This design comes from an exercise in tuning for small area on the open sky130 flow, not from production work.
In this exercise RTL edits were held to simulation tests only and were not proved equivalent to the original.
Power is estimated from default activity; no workload was simulated.

==> build 34: inputs <==
==> flow/design.v <==
`timescale 1ns / 1ps
module rgbcapture(
    input clk,
    input rst,
    input red,
    input green,
    input blue,
    input sync,
    input ack,
    output req,
    output [14:0] addr,
    output [7:0] data,
    output frm
  );
localparam LINE_START = 47;
localparam PIX_START = 48;
localparam PIX_PHASE = 3;
reg sync_z1;
reg sync_ok;
reg field;
reg divsel;
reg [2:0] clk_ctr;
reg [8:0] pix_ctr;
reg [8:0] line_ctr;
reg [2:0] pix_rdy;
reg [7:0] pix_buff [0:2];
reg [7:0] pix_we;
reg [14:0] addr_ctr;
reg [2:0] tpg;
wire [2:0] clk_div = divsel ? 3'd4 : 3'd3;     
wire sync_fe = ~sync && sync_z1;
wire sync_to = (pix_ctr == 384 + 1);
wire h_sync = sync_fe || sync_to;
wire v_sync = sync_ok && sync_to || ~sync_ok && (line_ctr == 312);
wire v_actv = (line_ctr >= LINE_START && line_ctr < LINE_START + 240);
wire h_actv = (pix_ctr >= PIX_START && pix_ctr < PIX_START + 320);
wire p_samp = (clk_ctr == PIX_PHASE);
wire red_pix = sync_ok ? red : tpg[1];
wire green_pix = sync_ok ? green : tpg[2];
wire blue_pix = sync_ok ? blue : tpg[0];
assign addr = addr_ctr;
assign req = |pix_rdy;
assign data = pix_rdy[0] ? pix_buff[0] : pix_rdy[1] ? pix_buff[1] : pix_buff[2];
assign frm = field && v_sync;
  always @(posedge clk)
  if (rst)
    begin
      sync_z1 <= 1'b0;
      sync_ok <= 1'b0;
      field <= 1'b0;
      divsel <= 1'b0;
      clk_ctr <= 3'd0;
      pix_ctr <= 9'd0;
      line_ctr <= 9'd0;
      pix_rdy <= 3'b000;
      addr_ctr <= 15'd0;
    end
  else
    begin
      sync_z1 <= sync;
      if (sync_fe)
        sync_ok <= 1'b1;
      else if (sync_to)
        sync_ok <= 1'b0;
      if (h_sync)
        begin
          clk_ctr <= 3'd4;
          divsel <= 1'b0;
        end
      else if (~|clk_ctr)
        begin
          clk_ctr <= clk_div;
          divsel <= ~divsel;
        end
      else
        clk_ctr <= clk_ctr - 1'b1;
      if (h_sync)
        begin
          pix_ctr <= 9'd0;
          if (v_sync)
            begin
              line_ctr <= 9'd0;
              field <= ~field;
            end
          else
            line_ctr <= line_ctr + 1'b1;
        end
      else if (~|clk_ctr)
        pix_ctr <= pix_ctr + 1'b1;
      if (pix_we[0])
        begin
          pix_buff[0][7] <= red_pix;
          pix_buff[0][6] <= green_pix;
          pix_buff[0][5] <= blue_pix;
        end
      if (pix_we[1])
        begin
          pix_buff[0][4] <= red_pix;
          pix_buff[0][3] <= green_pix;
          pix_buff[0][2] <= blue_pix;
        end
      if (pix_we[2])
        begin
          pix_buff[0][1] <= red_pix;
          pix_buff[0][0] <= green_pix;
          pix_buff[1][7] <= blue_pix;
        end
      if (pix_we[3])
        begin
          pix_buff[1][6] <= red_pix;
          pix_buff[1][5] <= green_pix;
          pix_buff[1][4] <= blue_pix;
        end
      if (pix_we[4])
        begin
          pix_buff[1][3] <= red_pix;
          pix_buff[1][2] <= green_pix;
          pix_buff[1][1] <= blue_pix;
        end
      if (pix_we[5])
        begin
          pix_buff[1][0] <= red_pix;
          pix_buff[2][7] <= green_pix;
          pix_buff[2][6] <= blue_pix;
        end
      if (pix_we[6])
        begin
          pix_buff[2][5] <= red_pix;
          pix_buff[2][4] <= green_pix;
          pix_buff[2][3] <= blue_pix;
        end
      if (pix_we[7])
        begin
          pix_buff[2][2] <= red_pix;
          pix_buff[2][1] <= green_pix;
          pix_buff[2][0] <= blue_pix;
        end
      if (pix_we[2])
        pix_rdy[0] <= 1'b1;
      else if (ack)
        pix_rdy[0] <= 1'b0;
      if (pix_we[5])
        pix_rdy[1] <= 1'b1;
      else if (ack)
        pix_rdy[1] <= 1'b0;
      if (pix_we[7])
        pix_rdy[2] <= 1'b1;
      else if (ack)
        pix_rdy[2] <= 1'b0;
      if (v_sync)
         addr_ctr <= 15'd0;
      else if (ack)
         addr_ctr <= addr_ctr + 1'b1;
    end
  always @(*)
    if (v_actv && h_actv && p_samp)
      case (pix_ctr[2:0])
        3'd0: pix_we = 8'b00000001;
        3'd1: pix_we = 8'b00000010;
        3'd2: pix_we = 8'b00000100;
        3'd3: pix_we = 8'b00001000;
        3'd4: pix_we = 8'b00010000;
        3'd5: pix_we = 8'b00100000;
        3'd6: pix_we = 8'b01000000;
        3'd7: pix_we = 8'b10000000;
      endcase
    else
      pix_we = 8'b00000000;
  always @(*)
    casez (pix_ctr[8:5])
      4'b000?: tpg = 3'b000;
      4'b0010: tpg = 3'b000;
      4'b0011: tpg = 3'b001;
      4'b0100: tpg = 3'b010;
      4'b0101: tpg = 3'b011;
      4'b0110: tpg = 3'b100;
      4'b0111: tpg = 3'b101;
      4'b1000: tpg = 3'b110;
      4'b1001: tpg = 3'b111;
      4'b101?: tpg = 3'b000;
      4'b11??: tpg = 3'b000;
    endcase
endmodule
`timescale 1ns / 1ps
module lcdcontrol(
    input clk,
    input rst,
    output flm,
    output cl1,
    output cl2,
    output [7:0] lcd_d,
    output req,
    input ack,
    output [14:0] addr,
    input [7:0] data,
    input frm
  );
localparam BYTE_DIV = 12 - 1;          
localparam LINE_DIV = 120 + 4 - 1;     
localparam FRAME_DIV = 240 + 1;        
reg frm_z1;
reg flm_reg;
reg cl1_reg;
reg cl2_reg;
reg req_reg;
reg [7:0] lcd_data;
reg [3:0] clk_ctr;
reg [6:0] byte_ctr;
reg [9:0] line_ctr;
reg [14:0] addr_ctr;
wire f_top = (line_ctr == 0 * FRAME_DIV || line_ctr == 1 * FRAME_DIV || line_ctr == 2 * FRAME_DIV);
wire f_end = (line_ctr == 3 * FRAME_DIV);
wire h_act = (byte_ctr < 7'd120);
wire h_clk = (byte_ctr == 7'd120);
wire h_end = (byte_ctr == LINE_DIV);
wire b_end = (clk_ctr == BYTE_DIV);
assign flm = flm_reg;
assign cl1 = cl1_reg;
assign cl2 = cl2_reg;
assign req = req_reg;
assign lcd_d = lcd_data;
assign addr = addr_ctr;
  always @(posedge clk)
  if (rst)
    begin
      frm_z1 <= 1'b0;
      flm_reg <= 1'b0;
      cl1_reg <= 1'b0;
      cl2_reg <= 1'b0;
      req_reg <= 1'b0;
      lcd_data <= 8'd0;
      clk_ctr <= 4'd0;
      byte_ctr <= 7'd0;
      line_ctr <= 10'd0;
      addr_ctr <= 15'd0;
    end
  else
    begin
      frm_z1 <= frm;
      if (~frm_z1 && frm)
        begin
          clk_ctr <= 4'd0;
          byte_ctr <= 7'd0;
          line_ctr <= 10'd0;
        end
      else if (~f_end)
        if (b_end)
          begin
            clk_ctr <= 4'd0;
            if (h_end)
              begin
                byte_ctr <= 7'd0;
                line_ctr <= line_ctr + 1'b1;
              end
            else
              byte_ctr <= byte_ctr + 1'b1;
          end
        else
          clk_ctr <= clk_ctr + 1'b1;
      flm_reg <= f_top;
      cl1_reg <= h_clk;
      cl2_reg <= h_act ? clk_ctr[3] : 1'b0;
      if (f_top && ~|byte_ctr && ~|clk_ctr)
        addr_ctr <= 15'd0;
      else if (ack)
        addr_ctr <= addr_ctr + 1'b1;
      if (ack)
        lcd_data <= data;
      if (ack)
        req_reg <= 1'b0;
      else if (~f_end && h_act && ~|clk_ctr)
        req_reg <= 1'b1;
    end
endmodule
`timescale 1ns / 1ps
module ramcontrol(
    input clk,
    input rst,
    output [14:0] addr,
    output noe,
    output nwe,
    output reg ena,
    input [14:0] rd_addr,
    input rd_req,
    output reg rd_ack,
    input [14:0] wr_addr,
    input wr_req,
    output reg wr_ack
    );
localparam ADDR = 0, RD_0 = 1, RD_1 = 2, WR_0 = 3, WR_1 = 4;
reg rnw, oe, we;
reg oe_reg;
reg we_reg;
reg [2:0] curr_state;
reg [2:0] next_state;
assign addr = rnw ? rd_addr : wr_addr;
assign noe = ~oe_reg;
assign nwe = ~we_reg;
  always @(posedge clk)
  if (rst)
    begin
      oe_reg <= 1'b0;
      we_reg <= 1'b0;
      curr_state <= ADDR;
    end
  else
    begin
      curr_state <= next_state;
      oe_reg <= oe;
      we_reg <= we;
    end
  always @(*)
    case (curr_state)
      RD_0:
        begin
          { rd_ack, wr_ack } = 2'b00;
          { ena, rnw, oe, we } = 4'b0110;
          next_state = RD_1;
        end
      RD_1:
        begin
          { rd_ack, wr_ack } = 2'b10;
          { ena, rnw, oe, we } = 4'b0100;
          next_state = ADDR;
        end
      WR_0:
        begin
          { rd_ack, wr_ack } = 2'b00;
          { ena, rnw, oe, we } = 4'b1001;
          next_state = WR_1;
        end
      WR_1:
        begin
          { rd_ack, wr_ack } = 2'b01;
          { ena, rnw, oe, we } = 4'b1000;
          next_state = ADDR;
        end
      default:
        begin
          { rd_ack, wr_ack } = 2'b00;
          if (rd_req)
            begin
              { ena, rnw, oe, we } = 4'b0110;
              next_state = RD_0;
            end
          else if (wr_req)
            begin
              { ena, rnw, oe, we } = 4'b0001;
              next_state = WR_0;
            end
          else
            begin
              { ena, rnw, oe, we } = 4'b0100;
              next_state = ADDR;
            end
        end
    endcase
endmodule
`timescale 1ns / 1ps
module pwrmanage (
    input clk,
    input rst,
    input btn,
    output pwon,
    output vcon
    );
localparam OFF = 0, UP_0 = 1, UP_1 = 2, ON = 3, DN_0 = 4, DN_1 = 5;
reg tmr_rst;
reg [19:0] timer;
reg [2:0] curr_state;
reg [2:0] next_state;
reg pw, vc;
reg pw_reg;
reg vc_reg;
wire tmr_tc = (timer == 20'hfffff);
assign pwon = pw_reg;
assign vcon = vc_reg;
  always @(posedge clk)
  if (rst)
    begin
      timer <= 20'd0;
      curr_state <= OFF;
      pw_reg <= 1'b0;
      vc_reg <= 1'b0;
    end
  else
    begin
      pw_reg <= pw;
      vc_reg <= vc;
      curr_state <= next_state;
      if (tmr_rst)
        timer <= 20'd0;
      else
        timer <= timer + 1'b1;
    end
  always @(*)
    case (curr_state)
      UP_0:      
        begin
          { pw, vc } = 2'b00;
          tmr_rst = btn;
          if (tmr_tc)
            next_state = UP_1;
          else
            next_state = UP_0;
        end
      UP_1:      
        begin
          { pw, vc } = 2'b01;
          tmr_rst = 1'b0;
          if (tmr_tc)
            next_state = ON;
          else
            next_state = UP_1;
        end
      ON:        
        begin
          { pw, vc } = 2'b11;
          tmr_rst = ~btn;
          if (tmr_tc)
            next_state = DN_0;
          else
            next_state = ON;
        end
      DN_0:      
        begin
          { pw, vc } = 2'b11;
          tmr_rst = btn;
          if (tmr_tc)
            next_state = DN_1;
          else
            next_state = DN_0;
        end
      DN_1:      
        begin
          { pw, vc } = 2'b01;
          tmr_rst = 1'b0;
          if (tmr_tc)
            next_state = OFF;
          else
            next_state = DN_1;
        end
      default:   
        begin
          { pw, vc } = 2'b00;
          tmr_rst = ~btn;
          if (tmr_tc)
            next_state = UP_0;
          else
            next_state = OFF;
        end
    endcase
endmodule
`timescale 1ns / 1ps
module flatoric(
    input CLK,                   
    input RST,                   
    input RED,                   
    input GREEN,                 
    input BLUE,                  
    input SYNC,                  
    input BTN1,                  
    input  [7:0] DATA_I,         
    output [7:0] DATA_O,         
    output DATA_OE,              
    output [14:0] ADDR,          
    output NOE,                  
    output NWE,                  
    output NCE,                  
    output FLM,                  
    output CL1,                  
    output CL2,                  
    output [7:0] LCD_D,          
    output NDOFF,                
    output VCON,                 
    output LD2,                  
    output CFL                   
  );
reg red_ck;
reg green_ck;
reg blue_ck;
reg sync_ck;
reg btn1_ck;
wire frm, ena, pwon;
wire rd_req, wr_req;
wire rd_ack, wr_ack;
wire [14:0] rd_addr;
wire [14:0] wr_addr;
wire [7:0] rd_data = DATA_I;
wire [7:0] wr_data;
assign NDOFF = pwon;
assign CFL = pwon;
assign LD2 = ~pwon;
assign NCE = ~pwon;
assign DATA_O = wr_data;
assign DATA_OE = ena;
  always @(posedge CLK)
  if (RST)
  begin
    red_ck <= 1'b0;
    green_ck <= 1'b0;
    blue_ck <= 1'b0;
    sync_ck <= 1'b0;
    btn1_ck <= 1'b0;
  end
  else
  begin
    red_ck <= RED;
    green_ck <= GREEN;
    blue_ck <= BLUE;
    sync_ck <= SYNC;
    btn1_ck <= BTN1;
  end
  rgbcapture u1 (
    .clk(CLK),
    .rst(RST),
    .red(red_ck),
    .green(green_ck),
    .blue(blue_ck),
    .sync(sync_ck),
    .req(wr_req),
    .ack(wr_ack),
    .addr(wr_addr),
    .data(wr_data),
    .frm(frm)
  );
  lcdcontrol u2 (
    .clk(CLK),
    .rst(RST),
    .flm(FLM),
    .cl1(CL1),
    .cl2(CL2),
    .lcd_d(LCD_D),
    .req(rd_req),
    .ack(rd_ack),
    .addr(rd_addr),
    .data(rd_data),
    .frm(frm)
  );
  ramcontrol u3 (
    .clk(CLK),
    .rst(RST),
    .addr(ADDR),
    .noe(NOE),
    .nwe(NWE),
    .ena(ena),
    .rd_addr(rd_addr),
    .rd_req(rd_req),
    .rd_ack(rd_ack),
    .wr_addr(wr_addr),
    .wr_req(wr_req),
    .wr_ack(wr_ack)
  );
  pwrmanage u4 (
    .clk(CLK),
    .rst(RST),
    .btn(btn1_ck),
    .pwon(pwon),
    .vcon(VCON)
  );
endmodule
==> flow/run.sh <==
#!/bin/bash
# synth_recipe.tcl (not shown) runs the flow's synth.tcl, then flattens the netlist and writes it again
# the make line also repeats each setting of config.mk as NAME=value (left out here)
make -C /OpenROAD-flow-scripts/flow DESIGN_CONFIG=/design/flow/config.mk WORK_HOME=/design/flow/orfs CLKGATE_MAP_FILE= SYNTH_SCRIPT=/design/flow/synth_recipe.tcl finish
==> flow/config.mk <==
export PLATFORM = sky130hd
export DESIGN_NAME = flatoric
export DESIGN_NICKNAME = flatoric
export VERILOG_FILES = /design/flow/design.v
export SDC_FILE = /design/flow/constraint.sdc
export NUM_CORES = 4
export LEC_CHECK = 0
export CAP_MARGIN = 20
export CORE_MARGIN = 2
export CORE_UTILIZATION = 40
export CTS_BUF_LIST = sky130_fd_sc_hd__clkbuf_8
export SLEW_MARGIN = 20
==> flow/constraint.sdc <==
create_clock -name core_clock -period 10.0 [get_ports {CLK}]
set_input_delay 2.0000 -clock core_clock [delete_from_list [all_inputs] [get_ports {CLK}]]
set_output_delay 2.0000 -clock core_clock [all_outputs]
set_load 0.01 [all_outputs]
==> inputs of build 90, as changes to build 34 <==
--- a/flow/config.mk
+++ b/flow/config.mk
@@ -8,5 +8,4 @@
 export CAP_MARGIN = 20
 export CORE_MARGIN = 2
 export CORE_UTILIZATION = 40
-export CTS_BUF_LIST = sky130_fd_sc_hd__clkbuf_8
 export SLEW_MARGIN = 20
==> summary.txt <==
* Status: timing/DRC/antenna clean
* Comb group at 115 µW
* Syn-to-layout area delta at 15.96%
* Leak at 0.002945 µW
* Worst-Margin Slew at slightly above 1 ns
* Drt via density at between 5 and 6
* Met2 wire length at 6233 µm
* Clk_skew at 0.01630 ns
* Slew headroom at 31.67%
* Final WL at about 14,000 µm
* Sequential power at 691 µW
(the above is from build 34)
==> summary.txt <==
* Status: timing/DRC/antenna clean
* Area fraction in compound gates after synthesis at slightly above 7%
* Worst-Margin Slew at 1.010 ns
* Comb group at roughly 120 µW
* Leak at approximately 0.0030 µW
* Dominant cell by count in the synthesized netlist: dfxtp_1
* Routed met3 length at 504 µm
* Slew headroom at 32.45%
* Met2 wire length at 6281 µm
* Drt via density at 5.049
* Clk_skew at between 0.01 and 0.015 ns
* Final WL at 14,280 µm
* Sequential power at 692 µW
* Met3 usage at 3.602%
(the above is from build 90)

==> afterwards: timing with drivers on the ports <==
No port has a modelled driver above. Below, the same layouts with a new extraction and two added sets of constraints. Step 1 sets driving cells, clkbuf_16 on the clock port and buf_2 on the other inputs (assumed; they add their load-dependent delay and slew). Step 2 times the ports against the registers' clock, not the clock port: input delays grow and output delays shrink by t, the midpoint of the rising clock arrivals with the driver on. Three values: ideal, step 1, step 2; two values: the first two.
run | shift t [ns] | setup WS [ns] | hold slack, ns | worst data-port slew with drivers (ns) | pins driven straight from the clock port
build 34 | 0.490 | 5.017 / 4.980 / 5.471 | 0.458 / 0.458 / 0.458 | 0.04 | 1
build 90 | 0.470 | 5.039 / 4.992 / 5.461 | 0.454 / 0.454 / 0.454 | 0.04 | 1
After both steps every run listed still meets setup and hold.
